This is an optimization exercise on Yosys and OpenROAD, whose aim is small area, not a production implementation. The RTL was checked by simulation tests, not by an equivalence proof against the original design. No activity file was given, so power comes from the tool's default toggle rates.

==> design.v <==
module EECS3216_Lab5 (input Clock,
							 input Reset,
							 input[1:0] do_op,
							 input KEY1,
							 input[5:0] sixBitNum,
							 output reg [6:0] tenSec,
							 output reg [6:0] oneSec);
  parameter ON  = 1'b1;
  parameter OFF = 1'b0;
  localparam integer DEBOUNCE = 5000;
  enum logic [5:0] {push, pop, rdy} State, NextState;
  integer numToDisplay;  
  integer currentIndex;  
  integer IgnoreTimer;   
  reg [5:0] savedNum [15:0]; 
  reg toggle;  
  reg ignore;  
  always @(posedge Clock)
  begin
		State <= NextState;
		if(!Reset) begin
			for(int i = 0; i < 16; i++)
				savedNum[i] = 0;
			currentIndex = 0;
			numToDisplay = 0;
			toggle <= 1;
			ignore <= 0;
			IgnoreTimer <= 0;
		end
		else begin
		if(KEY1)
			toggle <= 1;  
		if(State == rdy) begin
		end
		else if(State == push)begin
			if (ignore == 1)
				IgnoreTimer <= IgnoreTimer + 23'b1;
			else begin
				if(!KEY1 && toggle == 1 && currentIndex < 16) begin
					toggle <= 0;
					savedNum[currentIndex] = sixBitNum;
					currentIndex = currentIndex + 1;
				end
				ignore <= 1;
			end
		end
		else begin
			if (ignore == 1)
				IgnoreTimer <= IgnoreTimer + 23'b1;
			else begin
				if(!KEY1 && toggle == 1) begin
					toggle <= 0;
					if(currentIndex > 0) begin
						currentIndex = currentIndex - 1;
						numToDisplay = savedNum[currentIndex];
					end
					else
						currentIndex = 0;
				end
				ignore <= 1;
			end
		end
		if (IgnoreTimer  == DEBOUNCE) begin
			IgnoreTimer <= 23'd0;
			ignore <= 0;
		end
		end
		case (numToDisplay / 10)
			'd1: tenSec <= 7'b1111001;
			'd2: tenSec <= 7'b0100100;
			'd3: tenSec <= 7'b0110000;
			'd4: tenSec <= 7'b0011001;
			'd5: tenSec <= 7'b0010010;
			'd6: tenSec <= 7'b0000010;
			'd7: tenSec <= 7'b1111000;
			'd8: tenSec <= 7'b0000000;
			'd9: tenSec <= 7'b0011000;
			default: tenSec <= 7'b1000000;  
		endcase
		case (numToDisplay % 10)
			'd1: oneSec <= 7'b1111001;
			'd2: oneSec <= 7'b0100100;
			'd3: oneSec <= 7'b0110000;
			'd4: oneSec <= 7'b0011001;
			'd5: oneSec <= 7'b0010010;
			'd6: oneSec <= 7'b0000010;
			'd7: oneSec <= 7'b1111000;
			'd8: oneSec <= 7'b0000000;
			'd9: oneSec <= 7'b0011000;
			default: oneSec <= 7'b1000000;  
		endcase
	end
	always @(*)
	begin
		if(do_op == 2)
			NextState = push;
		else if(do_op == 1)
			NextState = pop;
		else
			NextState = rdy;
	end
endmodule
==> run.sh <==
#!/bin/bash
# synth_recipe.tcl (not shown) runs the flow's synth.tcl, then flattens the netlist and writes it again
# the make line also repeats each setting of config.mk as NAME=value (left out here)
make -C /OpenROAD-flow-scripts/flow DESIGN_CONFIG=/design/flow/config.mk WORK_HOME=/design/flow/orfs CLKGATE_MAP_FILE= SYNTH_SCRIPT=/design/flow/synth_recipe.tcl finish
==> config.mk <==
export PLATFORM = sky130hd
export DESIGN_NAME = EECS3216_Lab5
export DESIGN_NICKNAME = EECS3216_Lab5
export VERILOG_FILES = /design/flow/design.v
export SDC_FILE = /design/flow/constraint.sdc
export NUM_CORES = 4
export LEC_CHECK = 0
export CAP_MARGIN = 20
export CORE_MARGIN = 2
export CORE_UTILIZATION = 40
export SLEW_MARGIN = 20
==> constraint.sdc <==
create_clock -name core_clock -period 20.0 [get_ports {Clock}]
set_input_delay 4.0000 -clock core_clock [delete_from_list [all_inputs] [get_ports {Clock}]]
set_output_delay 4.0000 -clock core_clock [all_outputs]
set_load 0.01 [all_outputs]
==> results of run 1 <==
==> cell usage after synthesis, types with 10 or more instances <==
cell / n
ha_1: 22
a211oi_1: 14
xor2_1: 32
nand2b_1: 18
and3_1: 36
a221oi_1: 17
mux2i_1: 122
and2_1: 20
nor2b_1: 15
o21ai_1: 14
a22oi_1: 28
o21ai_0: 92
buf_2: 20
o221ai_1: 10
o22ai_1: 18
inv_1: 41
o211ai_1: 17
a21oi_1: 112
nand2_1: 176
o31ai_1: 12
dfxtp_1: 210
nand3_1: 80
or3_1: 22
o21a_1: 10
or2_2: 12
a31oi_1: 29
xnor2_1: 30
clkbuf_1: 108
nor2_1: 264
nor3b_1: 10
nor3_1: 60
a22o_1: 19
nor4_1: 25
nand4_1: 39
a21o_1: 14
==> worst max-delay path: cells and delay by family <==
kind / cells / cell delay, ps
XOR/XNOR: 1 / 240
multiplexers: 2 / 940
AND/OR/NAND/NOR: 12 / 3190
adder cells (fa/ha/maj): 1 / 320
buffers and inverters: 2 / 840
AO/OA/AOI/OAI: 21 / 7200
==> where the power goes <==
group	internal (uW)	total [uW]	leakage [uW]	switching (uW)
Combinational	230	661	0.00431	431
Sequential	459	503	0.00169	44.7
Clock	270	444	0.000390	174
Total	959	1610	0.00639	650
==> metrics by stage <==
stage	std cells	setup WS, ps
finish	2450	3730
global route	2450	2530
CTS	2450	3870
detailed placement	2410	3300
global placement	2410	3570
floorplan	1996	5930
==> flip-flops by register name, indices dropped and copies added, names as in the netlist <==
register / cells
currentIndex: 32
tenSec: 7
IgnoreTimer: 32
oneSec: 7
State: 2
numToDisplay: 32
ignore: 1
savedNum: 96
toggle: 1
==> cell families (layout without fill, tap and decap cells) <==
family / after synthesis / after routing / synth area share, %
mux: 129 / 129 / 8.61
flops: 210 / 210 / 27.5
simple gates: 833 / 833 / 27.0
compound gates: 551 / 551 / 26.5
buf+inv: 187 / 130 / 4.94
xor+xnor: 62 / 62 / 3.55
fa+ha+maj: 24 / 24 / 1.94
==> layer usage <==
layer / vias to the layer above / part of all wire [%] / global-route usage [%]
met2: 520 / 46 / 35.3
met4: 0 / 2.7 / 7.65
li1: 7270 / - / -
met1: 7167 / 46 / 29.4
met5: - / 0 / 0
met3: 88 / 5.5 / 2.33
==> worst paths after layout <==
| check | from | end | slack, ps | cells past startpoint |
|---|---|---|---|---|
| min | savedNum[4][3]$_SDFFE_PN0P_ | savedNum[4][3]$_SDFFE_PN0P_ | 500 | 2 |
| min reg2reg | savedNum[4][3]$_SDFFE_PN0P_ | savedNum[4][3]$_SDFFE_PN0P_ | 500 | 2 |
| max reg2reg | currentIndex[0]$_SDFFE_PN0P_ | oneSec[4]$_SDFF_PP0_ | 5860 | 41 |
| max | KEY1 | oneSec[4]$_SDFF_PP0_ | 3730 | 39 |
==> final cells by class <==
class                           instances  area share (%)
Tap cell                              511            3.87
Clock buffer                           35            4.31
Timing Repair Buffer                   45            2.41
Clock inverter                          5           0.454
Sequential cell                       210            25.4
Multi-Input combinational cell       1599            62.5
Inverter                               45            1.03
==> notes.md, run 1 <==
depth of the CTS H-tree 1; Core Area 37700 um2; CTS buffer count 24; drt first pass iters 5; Worst Max-Slew Pin Slew 1170 ps; crit path launch type input port; post-layout min period 16270 ps; clock latency (worst-skew pair) about 530 ps; DR iter-0 viols 1451; skew final 18.5 ps; Die X-Extent 199 um; gr usage total 21.6%; leakage power about 0.0064 uW; Cell Area, Placed 15800 um2; final core occ 43.9%; slowest CP cell a22oi_2; grt total ovfl 0; TritonCTS clock tree built; post-synth top area share between 20 and 30%; # rows 71; Die ar. about 40000 um2; Area Growth Syn to Fin 8.25%; outcome complete, no violations; Finish-stage setup viols 0; Tcrit/Tclk final 81.4%; HP Class flip-flop to flip-flop; post-synthesis net count 2029; largest cells by area after synthesis dfxtp_1 28%, mux2i_1 8.0%, nor2_1 6.5%, nand2_1 4.3%, a21oi_1 3.7%; worst path required time 20480 ps; mapped cell area 15300 um2; Worst-path clk slew 60 ps; Post-Syn Area per Cell 7.66 um2; DPL Wire Length about 29 mm; vias per cell 6.14; CTS max path bufs 3; Slew Viols, Final 0; FMAX about 0.061 GHz; post-route antenna net violation count 0; number of flops mapped to enable cells by yosys 0; Ports 25; PortBufs 24; CP Class input port to flip-flop; CP endpoint kind flip-flop; hold slack 496 ps; Fillers 3847; sequential area share after synthesis 27.5%; cts-stage hold buffer count 0; area of the multi-input gates 10300 um2; leading cell types in the layout, fill and taps excluded 264 x nor2_1, 210 x dfxtp_1, 176 x nand2_1; Initial Utilization 40.6%; Die Y 199 um; drt total wl 43.5 mm; Clock Sinks 210; Max-slew headroom a little over a fifth; Tot Pwr 1610 uW; Layout Nets 1958; area leader, netlist dfxtp_1; CP Max Fanout 39; Synth Warn # 2; ys async rst share 0%; Worst VDD drop 70.5 uV; antenna violations before repair 0; vias in the first global route between 10000 and 15000; pin count of the biggest net entering global routing 99; total negative slack 0 ps; Resized Gates After CTS 0; Reg area 4200 um2; Primary FF master, synth dfxtp_1; RSZ-0062 raised after global routing false; power density cells around 97 nW/um2; most common cell after layout, fill and taps aside nor2_1; Cells after Synth ~2000; drt drc 0; Netlist cell types 122; final hold vios 0; setup bufs post-CTS 0; layout cell share with drive strength beyond 1 6.86%; diode count 0; max cap viols 0; GP Congestion 0.878; WP data arrival 16750 ps; Seq cells post-synth 210; Finished Cell Area 16500 um2; first-pass GRT wire length approximately 72 mm; CTS root buf clkbuf_16; drt wl/cell ~18 um; Max stage delay on crit path 810 ps; vias post-DR 15000
==> inputs of run 2 (changes only) <==
==> design.v (replaced) <==
module EECS3216_Lab5 (input Clock,
                      input Reset,
                      input [1:0] do_op,
                      input KEY1,
                      input [5:0] sixBitNum,
                      output reg [6:0] tenSec,
                      output reg [6:0] oneSec);
  reg isPush, isPop;
  reg [4:0] depth;
  reg [5:0] V;
  reg armed;
  reg [12:0] S;
  reg [5:0] R [0:15];
  reg [3:0] ph;
  reg [5:0] TOP;
  reg F;
  wire active  = isPush | isPop;
  wire idle    = (S == 13'd0);
  wire term    = ~S[12] & ~S[9] & ~S[8] & ~S[7] & ~S[3] & S[0];
  wire full    = depth[4];
  wire empty   = (depth == 5'd0);
  wire fire    = active & idle & ~KEY1 & armed;
  wire doPush  = fire & isPush & ~full;
  wire doPop   = fire & isPop & ~empty;
  wire match   = (ph == depth[3:0]);
  always @(posedge Clock) begin
    R[0] <= (match && F) ? TOP : R[15];
    for (int i = 1; i < 16; i++)
      R[i] <= R[i-1];
  end
  always @(posedge Clock) begin
    isPush <= (do_op == 2'd2);
    isPop  <= (do_op == 1'd1);
    if (!Reset) begin
      depth <= 5'd0;
      V     <= 6'd0;
      armed <= 1'b1;
      S     <= 13'd0;
      ph    <= 4'd0;
      F     <= 1'b0;
    end else begin
      ph <= ph + 4'd1;
      if (KEY1)
        armed <= 1'b1;
      else if (fire && (isPop || !full))
        armed <= 1'b0;
      if (doPush) begin
        depth <= depth + 5'd1;
        TOP   <= sixBitNum;
        F     <= 1'b1;
      end else if (doPop) begin
        depth <= depth - 5'd1;
        V     <= TOP;
        F     <= 1'b0;
      end else if (match) begin
        if (F)
          F <= 1'b0;
        else
          TOP <= R[15];
      end
      if (term)
        S <= 13'd0;
      else if (active)
        S <= S - 13'd1;
    end
  end
  localparam [447:0] TEN_T = 448'b0000000000000000000000000000000000000000000011111111111111111111000000000000000000000000111111111111111111111111111111000000000000001111111111111111111111111111110000000000111111111100000000000000000000000011111111110000000000000000000011111111110000000000000000000000000000000000000000000011111111110000000000000000000011111111111111000000000000000000000000000000000000000000000000000000000000000011111111110000000000000000000011111111110000000000;
  localparam [447:0] ONE_T = 448'b0011001000001100100000110010000011001000001100100000110010000011111000100011100010001110001000111000100011100010001110001000111010101010111010101011101010101110101010111010101011101010101110100010101001001010100100101010010010101001001010100100101010010010010000000001000000000100000000010000000001000000000100000000010000000001100000000110000000011000000001100000000110000000011000000010000001001000000100100000010010000001001000000100100000010010;
  always @(*) begin
    for (int b = 0; b < 7; b++) begin
      tenSec[b] = TEN_T[64*b + V];
      oneSec[b] = ONE_T[64*b + V];
    end
  end
endmodule
--- a/config.mk
+++ b/config.mk
@@ -6,6 +6,8 @@
 export NUM_CORES = 4
 export LEC_CHECK = 0
+export ABC_AREA = 1
 export CAP_MARGIN = 20
 export CORE_MARGIN = 2
 export CORE_UTILIZATION = 40
+export CTS_BUF_LIST = sky130_fd_sc_hd__clkbuf_2 sky130_fd_sc_hd__clkbuf_4
 export SLEW_MARGIN = 20
==> notes.md, run 2 <==
Finish-stage setup viols 0 (unchanged); sequential area share after synthesis 60.0% (was 27.5%); Max-slew headroom 55.6% (was 21.7%); post-layout min period 7110 ps (was 16270 ps); FMAX 0.141 GHz (was 0.0615 GHz); largest cells by area after synthesis dfxtp_1 56%, nand2_1 7.4%, nor2_1 5.4%, inv_1 4.4%, o21ai_0 4.2% (was dfxtp_1 28%, mux2i_1 8.0%, nor2_1 6.5%, nand2_1 4.3%, a21oi_1 3.7%); final hold vios 0 (unchanged); post-route antenna net violation count 0 (unchanged); CTS root buf clkbuf_4 (was clkbuf_16); drt wl/cell 12.1 um (was 17.7 um); vias per cell 4.69 (was 6.14); Netlist cell types 34 (was 122); CP Class flip-flop to primary output (was input port to flip-flop); max cap viols 0 (unchanged); Max stage delay on crit path 610 ps (was 810 ps); layout cell share with drive strength beyond 1 7.65% (was 6.86%); max reg flops 96 (unchanged); area leader, netlist dfxtp_1 (unchanged); WP data arrival 3110 ps (was 16750 ps); commonest cells in the netlist 128 x dfxtp_1, 90 x nand2_1, 66 x nor2_1, 54 x inv_1, 38 x o21ai_0 (was 264 x nor2_1, 210 x dfxtp_1, 176 x nand2_1, 122 x mux2i_1, 112 x a21oi_1); post-synthesis net count 530 (was 2029); Slew Viols, Final 0 (unchanged); post-synth top area share 56.1% (was 27.5%); leading cell types in the layout, fill and taps excluded 128 x dfxtp_1, 90 x nand2_1, 66 x nor2_1 (was 264 x nor2_1, 210 x dfxtp_1, 176 x nand2_1); Layout Cells excl Fill 693 (was 2450); gr usage total 14.6% (was 21.6%); clock latency (worst-skew pair) 490 ps (was 530 ps); HP Class flip-flop to flip-flop (unchanged); Synth Warn # 2 (unchanged); CTS buffer count 17 (was 24); Seq cells post-synth 134 (was 210); Resized Gates After CTS 0 (unchanged); leading registers by flop count R: 96 flops, S: 13 flops; number of flops mapped to enable cells by yosys 6 (was 0); most common cell after layout, fill and taps aside dfxtp_1 (was nor2_1); most common cell in the synthesized netlist dfxtp_1 (was nor2_1); crit path launch type flip-flop (was input port); TritonCTS clock tree built (unchanged); critical path's top delay family buffers and inverters (was compound AO/OA/AOI/OAI gates); ys async rst share 0% (unchanged); worst path buffer plus inverter count 3 (was 2); crit-path cells clkinv_1, nand2_1, inv_1, a31oi_1, nor2_1, nor3_1, clkdlybuf4s50_1; # rows 39 (was 71); Layout Nets 560 (was 1958); depth of the CTS H-tree 4 (was 1); worst path required time 16000 ps (was 20480 ps); skew final 12.1 ps (was 18.5 ps); leakage power 0.00223 uW (was 0.00639 uW); Die Y 111 um (was 199 um); setup bufs post-CTS 0 (unchanged); first-pass GRT wire length 14.4 mm (was 72.0 mm); Area Growth Syn to Fin 13.1% (was 8.25%); Tcrit/Tclk final 35.5% (was 81.4%); PortBufs 24 (unchanged); cts-stage hold buffer count 0 (unchanged); vias in the first global route 3157 (was 14000); drt drc 0 (unchanged); Cells after Synth 506 (was 1996); Fillers 1114 (was 3847); CP Max Fanout 14 (was 39); Initial Utilization 40.5% (was 40.6%); GP Congestion 0.908 (was 0.878); DR iter-0 viols 179 (was 1451); RSZ-0062 raised after global routing false (unchanged); DPL Wire Length 5.96 mm (was 29.1 mm); Placed Cells 660 (was 2410); Ports 25 (unchanged); vias post-DR 3253 (was 15000); Die ar. 12300 um2 (was 39800 um2); antenna violations before repair 1 (was 0); drt total wl 8.36 mm (was 43.5 mm); total negative slack 0 ps (unchanged); CP endpoint kind primary output (was flip-flop); CTS max path bufs 2 (was 3); power density cells 95.8 nW/um2 (was 97.3 nW/um2); outcome complete, no violations (unchanged); Die X-Extent 111 um (was 199 um); drt first pass iters 4 (was 5); slowest CP cell dfxtp_1 (was a22oi_2); mapped cell area 4570 um2 (was 15300 um2); Clock Sinks 134 (was 210); Worst Max-Slew Pin Slew 664 ps (was 1170 ps); Worst-path clk slew 110 ps (was 60 ps); Post-Syn Area per Cell 9.03 um2 (was 7.66 um2); Core Area 11300 um2 (was 37700 um2); Primary FF master, synth dfxtp_1 (unchanged); grt total ovfl 0 (unchanged); pin count of the biggest net entering global routing 17 (was 99); Worst VDD drop 54.3 uV (was 70.5 uV)
run 2: cell count changes after synthesis, sizes merged, moves of 48 or more:
| cell | previous run | this run |
|---|---|---|
| nor2 | 264 | 72 |
| nand3 | 81 | 14 |
| dfxtp | 210 | 128 |
| clkbuf | 109 | 6 |
| nand2 | 178 | 94 |
| nor3 | 61 | 13 |
| o21ai | 107 | 38 |
| mux2i | 122 | 0 |
| a21oi | 113 | 26 |
run 2: worst reg2reg max path, cell delays in order, from the launching register on:
cell and delay (ps):
dfxtp_1 340, inv_1 120, ha_1 160, nand2_1 60, nor2_2 110, nand2_2 90, nor2_4 110, nand3_2 190
fa_1 460, nand2_1 80, nand2_1 50, a21oi_1 180, o21bai_1 140, a21oi_1 70
run 2: kinds of logic (layout without fill, tap and decap cells):
logic type | Yosys count | after routing | share of synthesized area, %
fa+ha+maj | 13 | 13 | 3.72
simple gates | 198 | 198 | 18.2
other cells | 0 | 1 | 0
buf+inv | 69 | 112 | 6.11
compound gates | 83 | 83 | 10.2
xor+xnor | 9 | 9 | 1.73
flops | 134 | 134 | 60.0
run 2: per-stage QoR:
stage	util [%]	hold slack [ps]	area (um2)	total power, uW	setup slack [ps]
after floorplan	-	310	4570	336	14450
final	45.9	325	5170	495	12890
after global placement	43.6	311	4920	347	13320
after CTS	45.8	331	5170	503	12860
after global routing	45.9	330	5170	523	12610
after detailed placement	43.6	312	4920	349	13460
run 2: layout make-up:
| class | count | area, um2 | area share [%] |
|---|---|---|---|
| clock buffer | 18 | 135 | 2.61 |
| clock inverter | 14 | 113 | 2.18 |
| timing repair buffer | 24 | 240 | 4.65 |
| antenna | 1 | 2.50 | 0.0484 |
| tap | 143 | 179 | 3.46 |
| inverter | 56 | 210 | 4.07 |
| sequential | 134 | 2740 | 53.1 |
| multi-input combinational | 303 | 1550 | 29.9 |
run 2: final timing paths:
check / cells past startpoint / slack (ps) / start / to
max: 7 / 12890 / V[3]$_SDFFE_PN0N_ / tenSec[4]
min: 0 / 330 / R[0][2]$_DFF_P_ / R[1][2]$_DFF_P_
max reg2reg: 13 / 17740 / S[0]$_SDFFE_PP0N_ / depth[4]$_SDFFE_PN0P_
min reg2reg: 0 / 330 / R[0][2]$_DFF_P_ / R[1][2]$_DFF_P_
run 2: metal layers:
layer	global-route usage, %	wire length, um	part of all wire (%)
met1	18.3	4060	49
met4	7.42	88	1.1
met2	22.5	3810	46
met3	5.03	397	4.7
met5	0	0	0
run 2: where the power goes:
part,internal [uW],total [uW],switching (uW)
sequential,286,296,9.66
clock,61.6,153,91.5
combinational,18.0,45.9,27.9
==> inputs of run 3 (changes only) <==
--- a/config.mk
+++ b/config.mk
@@ -6,8 +6,6 @@
 export NUM_CORES = 4
 export LEC_CHECK = 0
-export ABC_AREA = 1
 export CAP_MARGIN = 20
 export CORE_MARGIN = 2
 export CORE_UTILIZATION = 40
-export CTS_BUF_LIST = sky130_fd_sc_hd__clkbuf_2 sky130_fd_sc_hd__clkbuf_4
 export SLEW_MARGIN = 20
==> notes.md, run 3 <==
outcome complete, no violations (unchanged); Max-slew headroom 32.6% (was 55.6%); reg2reg start S[0]$_SDFFE_PP0N_ (unchanged); vias post-DR 3020 (was 3253); Setup WS pre-CTS 12850 ps (was 13460 ps); setup bufs post-CTS 0 (unchanged); RSZ-0062 raised after global routing false (unchanged); Die Y 112 um (was 111 um); Tot Pwr 671 uW (was 495 uW); Ports 25 (unchanged); ys async rst share 0% (unchanged); CTS buffer count 17 (unchanged); post-synthesis net count 447 (was 530); max cap viols 0 (unchanged); Die ar. 12400 um2 (was 12300 um2); commonest cells in the netlist 128 x dfxtp_1, 39 x nor2_1, 26 x a21oi_1, 23 x nand2_1, 20 x o21ai_0 (was 128 x dfxtp_1, 90 x nand2_1, 66 x nor2_1, 54 x inv_1, 38 x o21ai_0); sequential area share after synthesis 59.3% (was 60.0%); switching fraction of total power 26.0% (was 26.1%); power density cells 121 nW/um2 (was 95.8 nW/um2); Synth Warn # 2 (unchanged); Layout Nets 472 (was 560); critical path startpoint V[3]$_SDFFE_PN0N_ (unchanged); Core Area 11400 um2 (was 11300 um2); Primary FF master, synth dfxtp_1 (unchanged); total negative slack 0 ps (unchanged); depth of the CTS H-tree 4 (unchanged); drt drc 0 (unchanged); power share of the clock group 41.6% (was 30.9%); Max stage delay on crit path 900 ps (was 610 ps); Fillers 1016 (was 1114); DR iter-0 viols 204 (was 179); Seq cells post-synth 134 (unchanged); Reg area 2740 um2 (unchanged); P_int 497 uW (was 366 uW); Cell Area, Placed 4980 um2 (was 4920 um2); vias in the first global route 2882 (was 3157); logic gate share of total power 12.6% (was 9.3%); Resized Gates After CTS 0 (unchanged); gr usage total 13.5% (was 14.6%); CP Class flip-flop to primary output (unchanged); layout cell share with drive strength beyond 1 11.5% (was 7.65%); clock latency (worst-skew pair) 400 ps (was 490 ps); Critical R2R Capture depth[4]$_SDFFE_PN0P_ (unchanged); Finish-stage setup viols 0 (unchanged); max reg flops 96 (unchanged); antenna violations before repair 0 (was 1); vias per cell 5.00 (was 4.69); most common cell after layout, fill and taps aside dfxtp_1 (unchanged); Worst Max-Slew Pin Slew 1010 ps (was 664 ps); area of the multi-input gates 1750 um2 (was 1550 um2); Worst Reg-to-Reg Cells 11 (was 13); area leader, netlist dfxtp_1 (unchanged); GP Congestion 0.845 (was 0.908); largest cells by area after synthesis dfxtp_1 55%, edfxtp_1 3.9%, ha_1 3.2%, nor2_1 3.2%, mux2_2 2.9% (was dfxtp_1 56%, nand2_1 7.4%, nor2_1 5.4%, inv_1 4.4%, o21ai_0 4.2%); CTS root buf clkbuf_16 (was clkbuf_4); mapped cell area 4630 um2 (was 4570 um2); pin count of the biggest net entering global routing 33 (was 17); most common cell in the synthesized netlist dfxtp_1 (unchanged); WP data arrival 3360 ps (was 3110 ps); Post-Syn Area per Cell 10.9 um2 (was 9.03 um2); crit-path cells inv_1, a21boi_0, a21oi_1, mux4_2, clkdlybuf4s50_1 (was clkinv_1, nand2_1, inv_1, a31oi_1, nor2_1, nor3_1, clkdlybuf4s50_1); worst path required time 16000 ps (about the same); R2R Setup Slk 16690 ps (was 17740 ps); worst setup slack after layout 12640 ps (was 12890 ps); drt first pass iters 4 (unchanged); leading cell types in the layout, fill and taps excluded 128 x dfxtp_1, 39 x nor2_1, 26 x a21oi_1 (was 128 x dfxtp_1, 90 x nand2_1, 66 x nor2_1); leading registers by flop count R: 96 flops, S: 13 flops (unchanged); post-route antenna net violation count 0 (unchanged); slowest CP cell dfxtp_1 (unchanged); Worst Setup EP oneSec[5] (was tenSec[4]); Clock Sinks 134 (unchanged); Slew Viols, Final 0 (unchanged); Tcrit/Tclk final 36.8% (was 35.5%); Worst-path clk slew 60 ps (was 110 ps); DPL Wire Length 5.24 mm (was 5.96 mm); hold slack 324 ps (was 325 ps); part of the power in registers 45.8% (was 59.8%); Die X-Extent 112 um (was 111 um); TritonCTS clock tree built (unchanged); Cells after Synth 423 (was 506); final hold vios 0 (unchanged); post-layout min period 7360 ps (was 7110 ps); Finished Cell Area 5530 um2 (was 5170 um2); leakage power 0.00215 uW (was 0.00223 uW); FMAX 0.136 GHz (was 0.141 GHz); # rows 39 (unchanged); grt total ovfl 0 (unchanged); Area Growth Syn to Fin 19.5% (was 13.1%); diode count 0 (was 1); Worst VDD drop 76.5 uV (was 54.3 uV); first-pass GRT wire length 13.5 mm (was 14.4 mm); CTS max path bufs 2 (unchanged); number of flops mapped to enable cells by yosys 6 (unchanged); Netlist cell types 52 (was 34); CP endpoint kind primary output (unchanged); drt total wl 7.96 mm (was 8.36 mm); PortBufs 24 (unchanged); skew final 8.81 ps (was 12.1 ps); HP Class flip-flop to flip-flop (unchanged); CP Max Fanout 29 (was 14); Initial Utilization 40.7% (was 40.5%); drt wl/cell 13.2 um (was 12.1 um); switching power 174 uW (was 129 uW); cts-stage hold buffer count 0 (unchanged); crit path launch type flip-flop (unchanged); post-synth top area share 55.4% (was 56.1%)
run 3: cell types whose count changed after synthesis, sizes merged, moves of 6 or more:
cell | previous run | this run
nor2b | 0 | 6
o21ai | 38 | 20
xnor2 | 2 | 15
clkbuf | 6 | 12
nand2b | 0 | 7
mux2i | 0 | 10
nand2 | 94 | 23
mux2 | 0 | 12
inv | 54 | 14
nor2 | 72 | 39
run 3: layout make-up:
| class | instances | share of cell area [%] |
|---|---|---|
| inverters | 15 | 1.02 |
| clock buffers | 21 | 8.33 |
| multi-input cells | 255 | 31.7 |
| well taps | 143 | 3.24 |
| flip-flops and latches | 134 | 49.6 |
| repair buffers | 25 | 4.48 |
| clock inverters | 11 | 1.63 |
run 3: through the flow:
step	std cells	util, %
after global routing	604	48.6
after detailed placement	572	43.8
after floorplan	423	-
after global placement	572	43.8
after CTS	604	48.6
final	604	48.6
run 3: metal layers:
| layer | global-route usage (%) | part of all wire [%] |
|---|---|---|
| met2 | 21.5 | 47 |
| met1 | 17.1 | 48 |
| met5 | 0 | 0 |
| met3 | 4.46 | 4.8 |
| met4 | 5.19 | 0.99 |
run 3: cell families (layout without fill, tap and decap cells):
logic type | after synthesis | count (layout) | share of synthesized area, %
flops | 134 | 134 | 59.3
simple gates | 118 | 118 | 12.8
compound gates | 79 | 79 | 11.0
fa+ha+maj | 13 | 13 | 3.68
buf+inv | 34 | 72 | 2.84
mux | 25 | 25 | 6.55
xor+xnor | 20 | 20 | 3.79
run 3: critical path: cells and delay by family (launching register included):
kind / cells / cell delay, ps
AO/OA/AOI/OAI: 2 / 630
flip-flops: 1 / 900
multiplexers: 1 / 490
buffers and inverters: 2 / 930
run 3: worst min-delay path by stage:
| stage | from | endpoint | slack, ps | depth (start not counted) |
|---|---|---|---|---|
| 3_5_place_dp | R[11][2]$_DFF_P_ | R[12][2]$_DFF_P_ | 310 | 0 |
| 2_1_floorplan | R[9][0]$_DFF_P_ | R[10][0]$_DFF_P_ | 310 | 0 |
| 5_1_grt | R[14][2]$_DFF_P_ | R[15][2]$_DFF_P_ | 330 | 0 |
| 4_1_cts | R[12][5]$_DFF_P_ | R[13][5]$_DFF_P_ | 320 | 0 |
| 6_report | R[5][4]$_DFF_P_ | R[6][4]$_DFF_P_ | 320 | 0 |
| 3_3_place_gp | R[14][5]$_DFF_P_ | R[15][5]$_DFF_P_ | 310 | 0 |
run 3: power groups by stage:
stage	Sequential, uW	Combinational [uW]	Clock, uW
6_report	307	84.6	280
5_1_grt	310	95.9	299
3_5_place_dp	313	85.4	0
4_1_cts	307	86.1	287
3_3_place_gp	312	83.5	0
2_1_floorplan	308	70.4	0
==> inputs of run 4 (changes only) <==
--- a/config.mk
+++ b/config.mk
@@ -9,3 +9,4 @@
 export CORE_MARGIN = 2
 export CORE_UTILIZATION = 40
+export CTS_BUF_LIST = sky130_fd_sc_hd__clkbuf_4
 export SLEW_MARGIN = 20
==> notes.md, run 4 <==
Clock Sinks 134 (unchanged); most common cell in the synthesized netlist dfxtp_1 (unchanged); most common cell after layout, fill and taps aside dfxtp_1 (unchanged); HP Class flip-flop to flip-flop (unchanged); DPL Wire Length 5.24 mm (unchanged); Layout Nets 472 (unchanged); slowest CP cell dfxtp_1 (unchanged); Worst-path clk slew 120 ps (was 60 ps); largest cells by area after synthesis dfxtp_1 55%, edfxtp_1 3.9%, ha_1 3.2%, nor2_1 3.2%, mux2_2 2.9% (unchanged); Ports 25 (unchanged); WP data arrival 3450 ps (was 3360 ps); outcome complete, no violations (unchanged); power density cells 104 nW/um2 (was 121 nW/um2); Resized Gates After CTS 0 (unchanged); PortBufs 24 (unchanged); cts-stage hold buffer count 0 (unchanged); part of the power in registers 56.7% (was 45.8%); post-route antenna net violation count 0 (unchanged); commonest cells in the netlist 128 x dfxtp_1, 39 x nor2_1, 26 x a21oi_1, 23 x nand2_1, 20 x o21ai_0 (unchanged); layout cell share with drive strength beyond 1 11.5% (unchanged); worst path required time 16000 ps (about the same); post-synth top area share 55.4% (unchanged); Synth Warn # 2 (unchanged); CTS max path bufs 2 (unchanged); clock latency (worst-skew pair) 500 ps (was 400 ps); diode count 0 (unchanged); Cell Area, Placed 4980 um2 (unchanged); crit path launch type flip-flop (unchanged); drt first pass iters 4 (unchanged); critical path's top delay family buffers and inverters (unchanged); hold slack 330 ps (was 324 ps); CP Max Fanout 29 (unchanged); Cells after Synth 423 (unchanged); Finished Cell Area 5220 um2 (was 5530 um2); number of flops mapped to enable cells by yosys 6 (unchanged); CTS root buf clkbuf_4 (was clkbuf_16); Max stage delay on crit path 910 ps (was 900 ps); Netlist cell types 52 (unchanged); vias in the first global route 2850 (was 2882); Die ar. 12400 um2 (unchanged); leading cell types in the layout, fill and taps excluded 128 x dfxtp_1, 39 x nor2_1, 26 x a21oi_1 (unchanged); Post-Syn Area per Cell 10.9 um2 (unchanged); area of the multi-input gates 1750 um2 (unchanged); Reg area 2740 um2 (unchanged); Worst Max-Slew Pin Slew 1030 ps (was 1010 ps); depth of the CTS H-tree 4 (unchanged); CP Class flip-flop to primary output (unchanged); DR iter-0 viols 216 (was 204); Initial Utilization 40.7% (unchanged); Worst VDD drop 41.5 uV (was 76.5 uV); drt drc 0 (unchanged); skew final 15.0 ps (was 8.81 ps); final hold vios 0 (unchanged); # rows 39 (unchanged); gr usage total 13.3% (was 13.5%); vias post-DR 2970 (was 3020); sequential area share after synthesis 59.3% (unchanged); RSZ-0062 raised after global routing false (unchanged); post-layout min period 7450 ps (was 7360 ps); max cap viols 0 (unchanged); Tcrit/Tclk final 37.3% (was 36.8%); power share of the clock group 27.7% (was 41.6%); first-pass GRT wire length 13.3 mm (was 13.5 mm); area leader, netlist dfxtp_1 (unchanged); antenna violations before repair 0 (unchanged); post-synthesis net count 447 (unchanged); Area Growth Syn to Fin 12.8% (was 19.5%); switching power 159 uW (was 174 uW); drt wl/cell 12.9 um (was 13.2 um); CP endpoint kind primary output (unchanged); TritonCTS clock tree built (unchanged); mapped cell area 4630 um2 (unchanged); drt total wl 7.81 mm (was 7.96 mm); CTS buffer count 17 (unchanged); leading registers by flop count R: 96 flops, S: 13 flops (unchanged); GP Congestion 0.845 (unchanged); grt total ovfl 0 (unchanged); total negative slack 0 ps (unchanged); Die Y 112 um (unchanged); worst path buffer plus inverter count 2 (unchanged); Fillers 1039 (was 1016); switching fraction of total power 29.3% (was 26.0%); Slew Viols, Final 0 (unchanged); Seq cells post-synth 134 (unchanged); ys async rst share 0% (unchanged); vias per cell 4.92 (was 5.00); crit-path cells inv_1, a21boi_0, a21oi_1, mux4_2, clkdlybuf4s50_1 (unchanged); logic gate share of total power 15.6% (was 12.6%); FMAX 0.134 GHz (was 0.136 GHz); Primary FF master, synth dfxtp_1 (unchanged); max reg flops 96 (unchanged); Max-slew headroom 31.3% (was 32.6%); P_int 383 uW (was 497 uW); Finish-stage setup viols 0 (unchanged); setup bufs post-CTS 0 (unchanged); Core Area 11400 um2 (unchanged); Die X-Extent 112 um (unchanged); pin count of the biggest net entering global routing 33 (unchanged); leakage power 0.00201 uW (was 0.00215 uW)
-- run 4: cell types whose count changed in the layout (fill, tap and decap cells not counted) --
| cell | previous run | this run |
|---|---|---|
| clkbuf_4 | 0 | 19 |
| clkbuf_8 | 2 | 0 |
| clkbuf_1 | 2 | 0 |
| clkinv_1 | 1 | 3 |
| clkbuf_16 | 17 | 0 |
-- run 4: through the flow --
stage / cells / worst slack (ps) / power (uW) / utilization [%]
detailed placement: 572 / 12850 / 398 / 43.8
finish: 604 / 12550 / 541 / 45.9
global route: 604 / 12240 / 575 / 45.9
floorplan: 423 / 13450 / 378 / -
global placement: 572 / 12950 / 396 / 43.8
CTS: 604 / 12530 / 550 / 45.9
-- run 4: cell families after synthesis --
| group | synth area share [%] |
|---|---|
| AO/OA/AOI/OAI | 11.0 |
| XOR/XNOR | 3.79 |
| adder cells (fa/ha/maj) | 3.68 |
| buffers and inverters | 2.84 |
| flip-flops | 59.3 |
| multiplexers | 6.55 |
| AND/OR/NAND/NOR | 12.8 |
-- run 4: final cells by class --
cell class | instances | area share [%]
clock buffer | 19 | 2.73
clock inverter | 13 | 1.87
inverter | 15 | 1.08
multi-input combinational | 255 | 33.6
sequential | 134 | 52.6
tap | 143 | 3.43
timing repair buffer | 25 | 4.75
-- run 4: metal layers --
layer / vias up / track usage [%] / share of wire [%]
li1: 1518 / - / -
met1: 1377 / 17.1 / 49
met2: 65 / 20.8 / 45
met3: 10 / 4.79 / 4.2
met4: 0 / 5.19 / 1.5
met5: - / 0 / 0
-- run 4: worst reg2reg max path: stages, from the launching register on --
cell and delay, ps:
dfxtp_1 330, inv_1 120, ha_1 160, or3b_1 360, or4_1 540, nor2_1 150
nand3_1 230, fa_1 480, a21o_1 190, a21o_1 180, or4_1 400, a31oi_1 160
-- run 4: final timing paths --
check / to / start / slack, ps / depth (start not counted)
worst max-delay path: oneSec[5] / V[3]$_SDFFE_PN0N_ / 12550 / 5
worst max register to register: depth[4]$_SDFFE_PN0P_ / S[0]$_SDFFE_PP0N_ / 16670 / 11
worst min register to register: R[12][4]$_DFF_P_ / R[11][4]$_DFF_P_ / 330 / 0
worst min-delay path: R[12][4]$_DFF_P_ / R[11][4]$_DFF_P_ / 330 / 0
-- run 4: power by group through the flow --
stage	Clock [uW]	Sequential, uW	Combinational, uW
5_1_grt	169	310	95.7
3_3_place_gp	0	312	83.5
6_report	150	307	84.6
2_1_floorplan	0	308	70.4
3_5_place_dp	0	313	85.4
4_1_cts	157	307	85.6

## afterwards: timing with drivers on the ports
How much do the figures lean on ideal ports? The routed layouts below were timed once more, with nothing changed but the port constraints. Step 1: set_driving_cell puts a clkbuf_16 on Clock and a buf_2 on each other input, an assumption about the parent block. Step 2 moves the port delays by t, midway between the first and last clock arrival at a register: inputs arrive t later, outputs are due t later. That takes back most of the time a late clock gives input paths. Three values: no drivers, after step 1, after step 2; two values: the first two.
run | t (ns) | setup WS [ns] | pins driven straight from the clock port
run 1 | 0.577 | 3.727 / 3.732 / 3.155 | 1
run 2 | 0.518 | 12.891 / 12.861 / 13.379 | 1
run 3 | 0.432 | 12.638 / 12.602 / 12.823 | 1
run 4 | 0.522 | 12.548 / 12.519 / 12.814 | 1
After both steps every run listed still meets setup and hold. For run 1, which loses most, drivers alone change the setup slack by +0.005 ns; drivers and shift together by -0.572 ns.
